Background: an optimization exercise with open tools, aiming at small area and a short achievable clock period. Do not read the settings as production practice.
At most, simulation tests tie the RTL to the original design; equivalence was not proved.
The RTL of run 2 was laid out without a check of its function.
Power and IR drop assume default switching activity.

==> design.v <==
module arm (
    input  logic        clk, rst,
    input  logic [31:0] InstrF,
    input  logic [31:0] ReadDataM,
    output logic [31:0] WriteDataM,
    output logic [31:0] PCF, ALUOutM,
    output logic        MemWriteM
);
    logic        rst_q;
    logic [31:0] InstrD;
    logic [31:0] RD1E, RD2E;
    logic [11:0] Imm12E;
    logic [3:0]  WA3E, CondE;
    logic        BrE, MemToRegE, MemWriteE, RegWriteE, FlagWriteE, StrE;
    logic [1:0]  ALUControlE;
    logic [1:0]  FlagsE;                  
    logic        ZPendE;                  
    logic        fAM, fAW;                
    logic        fBM, fBW;                
    logic        fBMs, fBWs;              
    logic        kB;                      
    logic [3:0]  WA3M;
    logic        PCSrcM, RegWriteM, MemToRegM;
    logic [31:0] ResultW;
    logic [3:0]  WA3W;
    logic        PCSrcW, RegWriteW;
    logic [31:0] rf [0:14];
    logic [7:0] op;
    logic isBD, isMemD;                   
    assign op = InstrD[27:20];
    logic isADD, isSUB, isAND, isORR, isLDR, isSTR, isB;
    assign isADD = (op[7:6] == 2'b00) & (op[4:0] == 5'b01000);
    assign isSUB = (op[7:6] == 2'b00) & (op[4:1] == 4'b0010);
    assign isAND = (op == 8'b0000_0000);
    assign isORR = (op == 8'b0001_1000);
    assign isLDR = isMemD & InstrD[20];
    assign isSTR = isMemD & ~InstrD[20];
    assign isB   = isBD;
    logic RegWriteD, FlagWriteD, ImmD;
    logic [1:0] ALUControlD;
    assign RegWriteD   = isADD | isSUB | isAND | isORR | isLDR | isB;
    assign FlagWriteD  = isSUB & InstrD[20];
    assign ALUControlD = {isAND | isORR, isSUB | isORR};
    assign ImmD        = ((isADD | isSUB) & InstrD[25]) | isLDR | isB;
    logic [3:0] RA1D, RA2D;
    assign RA1D = isBD ? 4'd15 : InstrD[19:16];
    assign RA2D = isMemD ? InstrD[15:12] : InstrD[3:0];
    logic [31:0] ExtImmD;
    always_comb begin
        if (isLDR)           ExtImmD = {20'b0, InstrD[11:0]};
        else if (isB)        ExtImmD = {{6{InstrD[23]}}, InstrD[23:0], 2'b00};
        else                 ExtImmD = {{24{InstrD[7]}}, InstrD[7:0]};
    end
    logic ZE;
    assign ZE = ZPendE ? (ALUOutM == 32'd0) : FlagsE[0];
    logic CondExE;
    always_comb begin
        case (CondE)
            4'b1110: CondExE = 1'b1;
            4'b0000: CondExE = ZE;
            4'b0001: CondExE = ~ZE;
            4'b1010: CondExE = ~FlagsE[1];
            4'b1100: CondExE = ~FlagsE[1] & ~ZE;
            4'b1101: CondExE = FlagsE[1] | ZE;
            4'b1011: CondExE = FlagsE[1];
            default: CondExE = 1'b0;
        endcase
    end
    logic BranchTakenE, ldrStallD, StallF, FlushD, FlushE;
    assign BranchTakenE = CondExE & BrE;
    assign ldrStallD = MemToRegE & ((RA1D == WA3E) | (RA2D == WA3E));
    assign StallF    = ldrStallD | isB | BrE | PCSrcM;
    assign FlushD    = isB | BrE | PCSrcM | PCSrcW;
    assign FlushE    = ldrStallD | BranchTakenE;
    logic RegWriteMn;
    assign RegWriteMn = CondExE & RegWriteE;
    logic mEA, mMA, mEB, mMB, nAM, nAW, nBM, nBW;
    assign mEA = RegWriteE & (RA1D == WA3E);
    assign mMA = RegWriteM & (RA1D == WA3M);
    assign mEB = RegWriteE & (RA2D == WA3E);
    assign mMB = RegWriteM & (RA2D == WA3M);
    assign nAM = CondExE & mEA;
    assign nAW = ~nAM & mMA;
    assign nBM = CondExE & mEB;
    assign nBW = ~nBM & mMB;
    logic [31:0] PCPlus4F, PCPlus8F, PCNext, R15D;
    assign PCPlus4F = PCF + 32'd4;
    assign PCPlus8F = PCF + 32'd8;
    assign PCNext   = StallF ? PCF : (PCSrcW ? ResultW : PCPlus4F);
    assign R15D     = isB ? PCPlus4F : PCPlus8F;
    logic [14:0] dA, dB;
    logic [31:0] RD1D, RD2D;
    always_comb begin
        RD1D = {32{(RA1D == 4'd15) & ~mMA}} & R15D;
        RD2D = ImmD ? ExtImmD : ({32{(RA2D == 4'd15) & ~mMB}} & R15D);
        for (int i = 0; i < 15; i++) begin
            dA[i] = (RA1D == i[3:0]) & ~mMA;
            dB[i] = (RA2D == i[3:0]) & ~mMB & ~ImmD;
            RD1D = RD1D | ({32{dA[i]}} & rf[i]);
            RD2D = RD2D | ({32{dB[i]}} & rf[i]);
        end
    end
    always_ff @(posedge clk) begin
        rst_q <= rst;
        PCF   <= rst ? '0 : PCNext;
    end
    always_ff @(posedge clk) begin
        if (rst | FlushD) begin
            InstrD <= '0;
            isBD   <= 1'b0;
            isMemD <= 1'b0;
        end else if (!ldrStallD) begin
            InstrD <= InstrF;
            isBD   <= (InstrF[27:24] == 4'b1010);
            isMemD <= (InstrF[27:21] == 7'b0101_100);
        end
    end
    always_ff @(posedge clk) begin
        if (rst | FlushE) begin
            BrE        <= 1'b0;
            MemToRegE  <= 1'b0;
            MemWriteE  <= 1'b0;
            RegWriteE  <= 1'b0;
            FlagWriteE <= 1'b0;
            FlagsE     <= 2'b00;
            ZPendE     <= 1'b0;
        end else begin
            BrE        <= isB;
            MemToRegE  <= isLDR;
            MemWriteE  <= isSTR;
            RegWriteE  <= RegWriteD;
            FlagWriteE <= FlagWriteD;
            ZPendE     <= FlagWriteE;
            if (FlagWriteE) FlagsE[1] <= SumE[31];
            else            FlagsE[0] <= ZE;
        end
    end
    always_ff @(posedge clk) begin
        RD1E        <= RD1D;
        RD2E        <= RD2D;
        Imm12E      <= InstrD[11:0];
        StrE        <= isSTR;
        WA3E        <= InstrD[15:12];
        CondE       <= InstrD[31:28];
        ALUControlE <= ALUControlD;
        fAM  <= nAM; fAW  <= nAW;
        fBM  <= nBM; fBW  <= nBW;
        fBMs <= nBM & ~ImmD & ~isSTR;
        fBWs <= nBW & ~ImmD & ~isSTR;
        kB   <= ImmD | (~isSTR & ~nBM);
    end
    logic [31:0] SrcAE, WriteDataE, SrcBE, SumE, ALUResultE;
    logic SubE;
    assign SrcAE      = ({32{~fAM}} & RD1E) | ({32{fAM}} & ALUOutM) | ({32{fAW}} & ResultW);
    assign WriteDataE = ({32{~fBM}} & RD2E) | ({32{fBM}} & ALUOutM) | ({32{fBW}} & ResultW);
    assign SrcBE      = ({32{kB}} & RD2E) | ({32{fBMs}} & ALUOutM) | ({32{fBWs}} & ResultW)
                      | ({32{StrE}} & {20'b0, Imm12E});
    assign SubE = ALUControlE == 2'b01;
    logic [32:0] sum33;
    assign sum33 = {SrcAE, 1'b1} + {SrcBE ^ {32{SubE}}, SubE};
    assign SumE  = sum33[32:1];
    always_comb begin
        case (ALUControlE)
            2'b10:   ALUResultE = SrcAE & SrcBE;
            2'b11:   ALUResultE = SrcAE | SrcBE;
            default: ALUResultE = SumE;
        endcase
    end
    always_ff @(posedge clk) begin
        if (rst) begin
            PCSrcM    <= 1'b0;
            RegWriteM <= 1'b0;
            MemWriteM <= 1'b0;
        end else begin
            PCSrcM    <= BranchTakenE;
            RegWriteM <= RegWriteMn;
            MemWriteM <= CondExE & MemWriteE;
        end
    end
    always_ff @(posedge clk) begin
        MemToRegM  <= MemToRegE;
        WA3M       <= WA3E;
        ALUOutM    <= ALUResultE;
        WriteDataM <= WriteDataE;
    end
    always_ff @(posedge clk) begin
        if (rst) begin
            PCSrcW    <= 1'b0;
            RegWriteW <= 1'b0;
        end else begin
            PCSrcW    <= PCSrcM;
            RegWriteW <= RegWriteM;
        end
    end
    always_ff @(posedge clk) begin
        WA3W    <= WA3M;
        ResultW <= MemToRegM ? ReadDataM : ALUOutM;
    end
    logic [31:0] wdg;
    logic [14:0] we;
    assign wdg = ResultW & {32{~rst_q}};
    always_comb
        for (int i = 0; i < 15; i++)
            we[i] = rst_q | (RegWriteW & (WA3W == i[3:0]));
    always_ff @(posedge clk)
        for (int i = 0; i < 15; i++)
            if (we[i]) rf[i] <= wdg;
endmodule
==> flow/run.sh <==
#!/bin/bash
# Own flow: the standard layout (standard.sh: unchanged synthesis and
# steps). Timing repair is asked to keep a setup margin, so that the resizer
# works on the paths that set the achieved period; ports get buf_2 buffers
# instead of delay cells; clock tree synthesis adds no dummy loads and
# clusters up to 26 flip-flops per leaf buffer. The SDC and the clock period
# are the design's.
set -o pipefail
bash standard.sh SETUP_SLACK_MARGIN=11.6 \
  "BUFFER_PORTS_ARGS=-buffer_cell sky130_fd_sc_hd__buf_2" \
  "CTS_ARGS=-sink_clustering_enable -repair_clock_nets -dont_use_dummy_load -sink_clustering_size 26 -sink_clustering_max_diameter 100" \
  finish > standard.log 2>&1
==> standard.sh <==
#!/bin/bash
# synth_recipe.tcl (not shown) runs the flow's synth.tcl, then flattens the netlist and writes it again
# the make line also repeats each setting of config.mk as NAME=value (left out here)
make -C /OpenROAD-flow-scripts/flow DESIGN_CONFIG=/design/flow/config.mk WORK_HOME=/design/flow/orfs CLKGATE_MAP_FILE= SYNTH_SCRIPT=/design/flow/synth_recipe.tcl "${@:-finish}"
==> config.mk <==
export PLATFORM = sky130hd
export DESIGN_NAME = arm
export DESIGN_NICKNAME = arm
export VERILOG_FILES = /design/flow/design.v
export SDC_FILE = /design/flow/constraint.sdc
export NUM_CORES = 4
export LEC_CHECK = 0
export CAP_MARGIN = 20
export CORE_MARGIN = 2
export CORE_UTILIZATION = 60
export PLACE_DENSITY = 0.72
export SLEW_MARGIN = 20
==> constraint.sdc <==
create_clock -name core_clock -period 16.0 [get_ports {clk}]
set_input_delay 3.2000 -clock core_clock [delete_from_list [all_inputs] [get_ports {clk}]]
set_output_delay 3.2000 -clock core_clock [all_outputs]
set_load 0.01 [all_outputs]
==> out/results.ini, run 1 <==
[status]
outcome = no timing/DRC/antenna violations

[worst_setup_path]
crit_path_cell_trace = buf_2
r2r-start = ALUControlE[1]
path_class = register to output port
worstSetupStartpointType = register
ff2ff_setup_slack_ns = 11.70
rr_worst_depth = 14
crit_buf_inv = 1
crit_arrival_ns = 1.19
required_ns = 12.80
r2r_end = FlagsE[1]
slowest_stage = dfxtp_4
path_delay_family = flip-flops
max_stage_delay_ns = 0.41
cp-end-kind = output port
crit_fanout = 8

[synthesis]
synth.avg_cell_area_um2 = 11.44
synth_nets = 3121
synth_edf_count = 480
syn-cell-area_um2 = 34560
synth-main-ff-cell = edfxtp_1
synth-seq-cells = 759
async_flop_share = 0
ys_types = 79
synth_cells = 3022
ys_warn_count = 2
seq_area_frac_synth = 0.5786

[floorplan]
die_w_um = 244.0
initial_core_util = 0.6094
row_count = 87
coreArea_um2 = 56710
die_area_um2 = 59540
die_h_um = 244.0
ios = 163

[grt]
antenna_found_initial = 14
grt_util_all_layers = 0.4201
grt_pass1_vias = 26920
grt_max_degree = 65
overflow = 0
grt_pass1_wl_um = 182200

[layout]
layout_commonest_cell = edfxtp_1
design_area_um2 = 37200
fill_cells = 4357
syn_to_final_growth_pct = 7.638
drive_gt1_frac = 0.1420
layout.cells.non_filler = 3835
mostFrequentLayoutCells = edfxtp_1 (480), a22oi_1 (241), dfxtp_1 (212), nand2_1 (205), nor2_1 (168)
finalNetCount = 3178

[detailed_routing]
drtPass1Iterations = 10
drc = 0
drtIter0Drc = 5252
avgViaCountPerCell = 7.526
wl_per_cell_um = 33.59
num_vias = 28860
routed_wl_um = 128800
antenna_left = 0

[cts]
clockBufferDepth = 3
clkTransAtPathRegs_ns = 0.10
holdBufCountCts = 0
cts_buffers = 37
cts_tree = done
clk_latency_ns = 0.62
cts_sinks = 759
htree_levels = 2
cts_root_buffer = clkbuf_16

[timing]
slew_violations = 0
slew_headroom = 0.2718
fmax_mhz = 228.0
min_period_ns = 4.386
rsz0062_at_grt = true
setup_viol = 0
finalClockSkew_ns = 0.06337
period_share = 0.2741
hold_viol = 0
setup_tns_ns = 0
tightest_slew_ns = 1.092
holdWs_ns = 0.3601

[job]
cap_violations = 0

[placement]
dp_hpwl_um = 77510
dpl-instance-area_um2 = 35950
dpl.cell_count = 3778
gp_congestion = 1.006
io_buffer_count = 162

[min_path]
whs_path_depth = 0
hp-class = register to register
hp-start = InstrD[29]
holdPathEnd = CondE[1]

[pwr]
ir_drop_uv = 136.3
p_leak_nw = 13.69
pwr_density_cell_nw_per_um2 = 138.0

## worst reg2reg max path, cell delays in order (launching register included)
cell and delay, ns:
dfxtp_1 0.32, buf_4 0.37, nand2b_2 0.25, buf_6 0.36, xnor2_1 0.15, ha_1 0.44, nand4_1 0.19, nor4_1 0.31
o211ai_1 0.18, a21oi_2 0.32, o2111ai_1 0.18, and3_1 0.24, a211oi_2 0.39, xnor2_1 0.26, a22o_1 0.23
## per-layer routing
layer | routed length [µm] | global-route usage | share of wire | vias up
li1 | - | - | - | 11830
met1 | 45390 | 0.5466 | 0.35 | 13790
met2 | 53010 | 0.5963 | 0.41 | 2639
met3 | 22870 | 0.1936 | 0.18 | 593
met4 | 7485 | 0.1984 | 0.058 | 8
met5 | 49 | 0 | 0.00038 | -
## where the power goes
group	total [mW]	internal, mW	switching (mW)	leakage [nW]
registers	3.01	2.58	0.425	7.25
clock network	1.02	0.416	0.607	0.456
logic	1.10	0.420	0.682	5.99
total	5.13	3.42	1.71	13.7
## flip-flops by register name, indices dropped and copies added (netlist names), 2 cells and up
register / count
RD1E: 32
CondE: 4
ALUOutM: 32
WA3W: 4
rf: 480
WA3E: 4
ResultW: 32
ALUControlE: 2
InstrD: 32
WA3M: 4
WriteDataM: 32
PCF: 32
FlagsE: 2
RD2E: 32
Imm12E: 12
## stage by stage
| step | util | power, mW | worst slack, ns |
|---|---|---|---|
| final | 0.6560 | 5.133 | 11.61 |
| after global routing | 0.6559 | 5.290 | 11.48 |
| after CTS | 0.6523 | 5.042 | 11.52 |
| after detailed placement | 0.6338 | 4.052 | 10.95 |
| after global placement | 0.6336 | 4.020 | 11.01 |
| after floorplan | - | 3.521 | 11.87 |
## what timing repair did
item / CTS / global route
setup endpoints to repair: 69 / 32
pin swaps: 0 / 0
setup buffers: 0 / 18
gates cloned: 0 / 0
hold endpoints to repair: 0 / 0
resized for setup: 77 / 27
## worst max-delay path by stage
stage,from,to,slack (ns),cells past startpoint
6_report,PCF[6],PCF[6],11.61,1
4_1_cts,PCF[2],PCF[2],11.52,1
3_3_place_gp,rst,InstrD[30],11.01,4
3_5_place_dp,rst,InstrD[18],10.95,4
2_1_floorplan,rst,FlagsE[1],11.87,5
5_1_grt,ALUControlE[1],FlagsE[1],11.48,14
## area by class of cell
class	count	area (µm²)	share of cell area
tap	756	945.9	0.02543
antenna	2	5.005	0.0001345
timing repair buffer	246	1460	0.03925
inverter	67	251.5	0.006760
clock buffer	37	925.9	0.02489
multi-input combinational	1968	13460	0.3617
sequential	759	20160	0.5419
## synth_stat cells, types with 37 or more instances
master / instances / area (µm²)
nand2_1: 206 / 773.2
a221o_1: 42 / 420.4
inv_1: 65 / 244.0
nor2b_1: 82 / 513.0
a21oi_1: 131 / 655.6
xnor2_1: 67 / 586.8
dfxtp_1: 279 / 5585
o21ai_0: 125 / 625.6
a222oi_1: 46 / 460.4
a22o_1: 91 / 797.0
and3_1: 56 / 350.3
nand3_1: 93 / 465.5
nor2_1: 183 / 686.9
clkbuf_1: 141 / 529.3
a221oi_1: 136 / 1191
a22oi_1: 241 / 1809
edfxtp_1: 480 / 14410
buf_2: 53 / 265.3
a21o_1: 37 / 277.8
## cells by family after synthesis
logic type / Yosys count / synth area share
buf+inv: 295 / 0.03537
mux: 74 / 0.02357
simple gates: 774 / 0.1099
fa+ha+maj: 59 / 0.01948
xor+xnor: 99 / 0.02509
compound gates: 962 / 0.2079
flops: 759 / 0.5786
==> run 2, diff against run 1 <==
--- a/design.v
+++ b/design.v
@@ -195,9 +195,7 @@
     always_ff @(posedge clk) begin
         WA3W    <= WA3M;
-        ResultW <= MemToRegM ? ReadDataM : ALUOutM;
-    end
-    logic [31:0] wdg;
+        ResultW <= ({32{MemToRegM & ~rst}} & ReadDataM) | ({32{~MemToRegM & ~rst}} & ALUOutM);
+    end
     logic [14:0] we;
-    assign wdg = ResultW & {32{~rst_q}};
     always_comb
         for (int i = 0; i < 15; i++)
@@ -205,4 +203,4 @@
     always_ff @(posedge clk)
         for (int i = 0; i < 15; i++)
-            if (we[i]) rf[i] <= wdg;
+            if (we[i]) rf[i] <= ResultW;
 endmodule
==> flow/run.sh (replaced) <==
#!/bin/bash
# Own flow: the standard layout (standard.sh: unchanged synthesis and
# steps). Timing repair is asked to keep a setup margin, so that the resizer
# works on the paths that set the achieved period; ports get buf_2 buffers
# instead of delay cells; clock tree synthesis adds no dummy loads and
# clusters up to 28 flip-flops per leaf buffer. The SDC and the clock period
# are the design's.
set -o pipefail
bash standard.sh SETUP_SLACK_MARGIN=11.6 \
  "BUFFER_PORTS_ARGS=-buffer_cell sky130_fd_sc_hd__buf_2" \
  "CTS_ARGS=-sink_clustering_enable -repair_clock_nets -dont_use_dummy_load -sink_clustering_size 28 -sink_clustering_max_diameter 100" \
  finish > standard.log 2>&1
==> out/results.ini, run 2 <==
[timing]
finalClockSkew_ns = 0.06527  ; was 0.06337 ns
min_period_ns = 4.373  ; was 4.386 ns
setup_tns_ns = 0  ; unchanged
rsz0062_at_grt = true  ; unchanged
hold_viol = 0  ; unchanged
slew_headroom = 0.2226  ; was 0.2718
setup_slack_ns = 11.63  ; was 11.61 ns
period_share = 0.2733  ; was 0.2741
fmax_mhz = 228.7  ; was 228.0 MHz
tightest_slew_ns = 1.155  ; was 1.092 ns
setup_viol = 0  ; unchanged
slew_violations = 0  ; unchanged

[synthesis]
synth-main-ff-cell = edfxtp_1  ; unchanged
async_flop_share = 0  ; unchanged
synth_nets = 3066  ; was 3121
synth_cells = 2967  ; was 3022
synth_edf_count = 480  ; unchanged
yosys-top-cells-count = edfxtp_1 (480), dfxtp_1 (279), a22oi_1 (266), nor2_1 (238), nand2_1 (165)  ; was edfxtp_1 (480), dfxtp_1 (279), a22oi_1 (241), nand2_1 (206), nor2_1 (183)
syn-cell-area_um2 = 34220  ; was 34560 µm²
ys_types = 84  ; was 79
ys_warn_count = 2  ; unchanged
synth.avg_cell_area_um2 = 11.53  ; was 11.44 µm²
seq_area_frac_synth = 0.5844  ; was 0.5786
synthTopCellsByArea = edfxtp_1 (42%), dfxtp_1 (16%), a22oi_1 (5.8%), nor2_1 (2.6%), a222oi_1 (2.5%)  ; was edfxtp_1 (42%), dfxtp_1 (16%), a22oi_1 (5.2%), a221oi_1 (3.4%), a22o_1 (2.3%)
synth_top_cell_by_area = edfxtp_1  ; unchanged
synth-seq-cells = 759  ; unchanged
synthMostInstantiatedCell = edfxtp_1  ; unchanged
synth_top_area_frac = 0.4212  ; was 0.4170

[layout]
syn_to_final_growth_pct = 7.923  ; was 7.638%
layout_commonest_cell = edfxtp_1  ; unchanged
mostFrequentLayoutCells = edfxtp_1 (480), a22oi_1 (266), nor2_1 (225), dfxtp_1 (208), nand2_1 (164)  ; was edfxtp_1 (480), a22oi_1 (241), dfxtp_1 (212), nand2_1 (205), nor2_1 (168)
regMostFlops = rf  ; unchanged
finalNetCount = 3134  ; was 3178
layout.cells.non_filler = 3790  ; was 3835
design_area_um2 = 36930  ; was 37200 µm²
drive_gt1_frac = 0.1352  ; was 0.1420
largest_register_ffs = 480  ; unchanged

[floorplan]
row_count = 87  ; unchanged
initial_core_util = 0.6069  ; was 0.6094
coreArea_um2 = 56390  ; was 56710 µm²
die_h_um = 242.8  ; was 244.0 µm
die_w_um = 242.8  ; was 244.0 µm
ios = 163  ; unchanged
die_area_um2 = 58960  ; was 59540 µm²

[pwr]
switching_share = 0.3252  ; was 0.3338
combinationalPowerShare = 0.197  ; was 0.215
ir_drop_uv = 94.50  ; was 136.3 µV
clkPwrFrac = 0.200  ; was 0.199
p_leak_nw = 13.21  ; was 13.69 nW
pwr_density_cell_nw_per_um2 = 133.7  ; was 138.0 nW/µm²
p_switching_mw = 1.606  ; was 1.713 mW
power.internal_mw = 3.333  ; was 3.420 mW
seqPwrFrac = 0.603  ; was 0.586

[cts]
clk_latency_ns = 0.61  ; was 0.62 ns
holdBufCountCts = 0  ; unchanged
cts_sinks = 759  ; unchanged
clockBufferDepth = 3  ; unchanged
cts_buffers = 35  ; was 37
cts_root_buffer = clkbuf_16  ; unchanged
htree_levels = 2  ; unchanged
clkTransAtPathRegs_ns = 0.11  ; was 0.10 ns
cts_tree = done  ; unchanged

[placement]
dpl.cell_count = 3749  ; was 3778
dpl-instance-area_um2 = 35870  ; was 35950 µm²
io_buffer_count = 162  ; unchanged
pre_cts_ws_ns = 10.94  ; was 10.95 ns
gp_congestion = 0.9987  ; was 1.006
dp_hpwl_um = 75330  ; was 77510 µm

[worst_setup_path]
path_class = register to output port  ; unchanged
crit_fanout = 4  ; was 8
cp-end-kind = output port  ; unchanged
worstSetupStartpointType = register  ; unchanged
path_delay_family = flip-flops  ; unchanged
required_ns = 12.80  ; about the same
crit_path_cell_trace = buf_2  ; unchanged
crit_arrival_ns = 1.17  ; was 1.19 ns
r2r-start = ResultW[2]  ; was ALUControlE[1]
startpoint = PCF[31]  ; was PCF[6]
crit_buf_inv = 1  ; unchanged
max_stage_delay_ns = 0.40  ; was 0.41 ns
slowest_stage = dfxtp_1  ; was dfxtp_4

[grt]
antenna_found_initial = 4  ; was 14
grt_util_all_layers = 0.4167  ; was 0.4201
grt_pass1_wl_um = 180400  ; was 182200 µm
grt_max_degree = 67  ; was 65
grt_pass1_vias = 26980  ; was 26920
overflow = 0  ; unchanged

[detailed_routing]
antenna_left = 0  ; unchanged
routed_wl_um = 126400  ; was 128800 µm
num_vias = 28740  ; was 28860
drtPass1Iterations = 11  ; was 10
avgViaCountPerCell = 7.583  ; was 7.526
drc = 0  ; unchanged
wl_per_cell_um = 33.34  ; was 33.59 µm
drtIter0Drc = 6720  ; was 5252

[min_path]
hp-class = register to register  ; unchanged
hp-start = InstrD[28]  ; was InstrD[29]

[status]
outcome = no timing/DRC/antenna violations  ; unchanged

[job]
cap_violations = 0  ; unchanged

-- run 2: power by group through the flow --
stage | Sequential (mW) | Clock [mW] | Combinational [mW]
2_1_floorplan | 2.84 | 0 | 0.585
3_5_place_dp | 2.98 | 0 | 0.934
6_report | 2.98 | 0.990 | 0.973
4_1_cts | 2.95 | 0.992 | 0.941
5_1_grt | 3.00 | 1.06 | 1.03
3_3_place_gp | 2.96 | 0 | 0.925
-- run 2: layout make-up --
cell class,instances,area [µm²]
antenna,1,2.502
clock buffer,35,875.8
multi-input combinational,1940,13350
tap,756,945.9
sequential,759,20130
inverter,60,225.2
timing repair buffer,239,1401
fill,4324,19450
-- run 2: cell families (layout without fill, tap and decap cells) --
kind of cell	after synthesis	in the layout	share of synthesized area
AO/OA/AOI/OAI	913	913	0.1989
AND/OR/NAND/NOR	795	795	0.1168
flip-flops	759	759	0.5844
buffers and inverters	268	334	0.03218
XOR/XNOR	100	100	0.02600
multiplexers	75	75	0.02267
adder cells (fa/ha/maj)	57	57	0.01909
other	0	1	0
-- run 2: timing repair --
item | in CTS | in global routing
gates resized for setup | 68 | 19
buffers inserted | 2 | 3
setup endpoints to repair | 70 | 18
endpoints found under the hold margin | 0 | 0
-- run 2: final timing paths --
check,endpoint,slack (ns),depth (start not counted)
setup / recovery,PCF[31],11.63,1
hold reg to reg,CondE[0],0.36,0
setup reg to reg,FlagsE[1],11.77,14
hold / removal,CondE[0],0.36,0
-- run 2: layer usage --
metal	part of all wire	vias up	track usage	routed length [µm]
li1	-	11740	-	-
met1	0.35	13510	0.5649	44650
met2	0.42	2898	0.6060	52780
met3	0.17	591	0.1362	21290
met4	0.060	2	0.2019	7625
met5	0.000095	-	0	12
-- run 2: metrics by stage --
step | power (mW) | hold WS (ns) | util
floorplan | 3.420 | 0.3276 | -
global placement | 3.885 | 0.3471 | 0.6362
detailed placement | 3.912 | 0.3502 | 0.6362
CTS | 4.878 | 0.3591 | 0.6539
global route | 5.095 | 0.3648 | 0.6549
finish | 4.939 | 0.3620 | 0.6550

[static timing again, ports no longer ideal]
How much do the figures lean on ideal ports? The routed layouts below were timed once more, with nothing changed but the port constraints. Step 1, drivers: a clkbuf_16 drives clk and a buf_2 each remaining input, both assumed. Step 2 adds t to the input delays and takes it off the output delays; t is the mean of the earliest and latest rising clock arrival at the registers after step 1. Input paths then give back, and output paths get back, about the clock's delay inside the block. a / b / c = ideal ports / drivers / drivers and shift; a / b = the first two.
run	t, ns	setup WS [ns]	clock arrival spread, ns	slew at the worst register clock pin (ns)	cell pins on the clock port's net
run 1	0.645	11.614 / 11.552 / 11.187	0.063 / 0.063	0.11 / 0.11	1
run 2	0.648	11.627 / 11.562 / 11.062	0.066 / 0.066	0.12 / 0.12	1
After both steps every run listed still meets setup and hold. The setup slack of run 2, which loses most, moves by -0.065 ns with the drivers and by -0.565 ns with both steps.
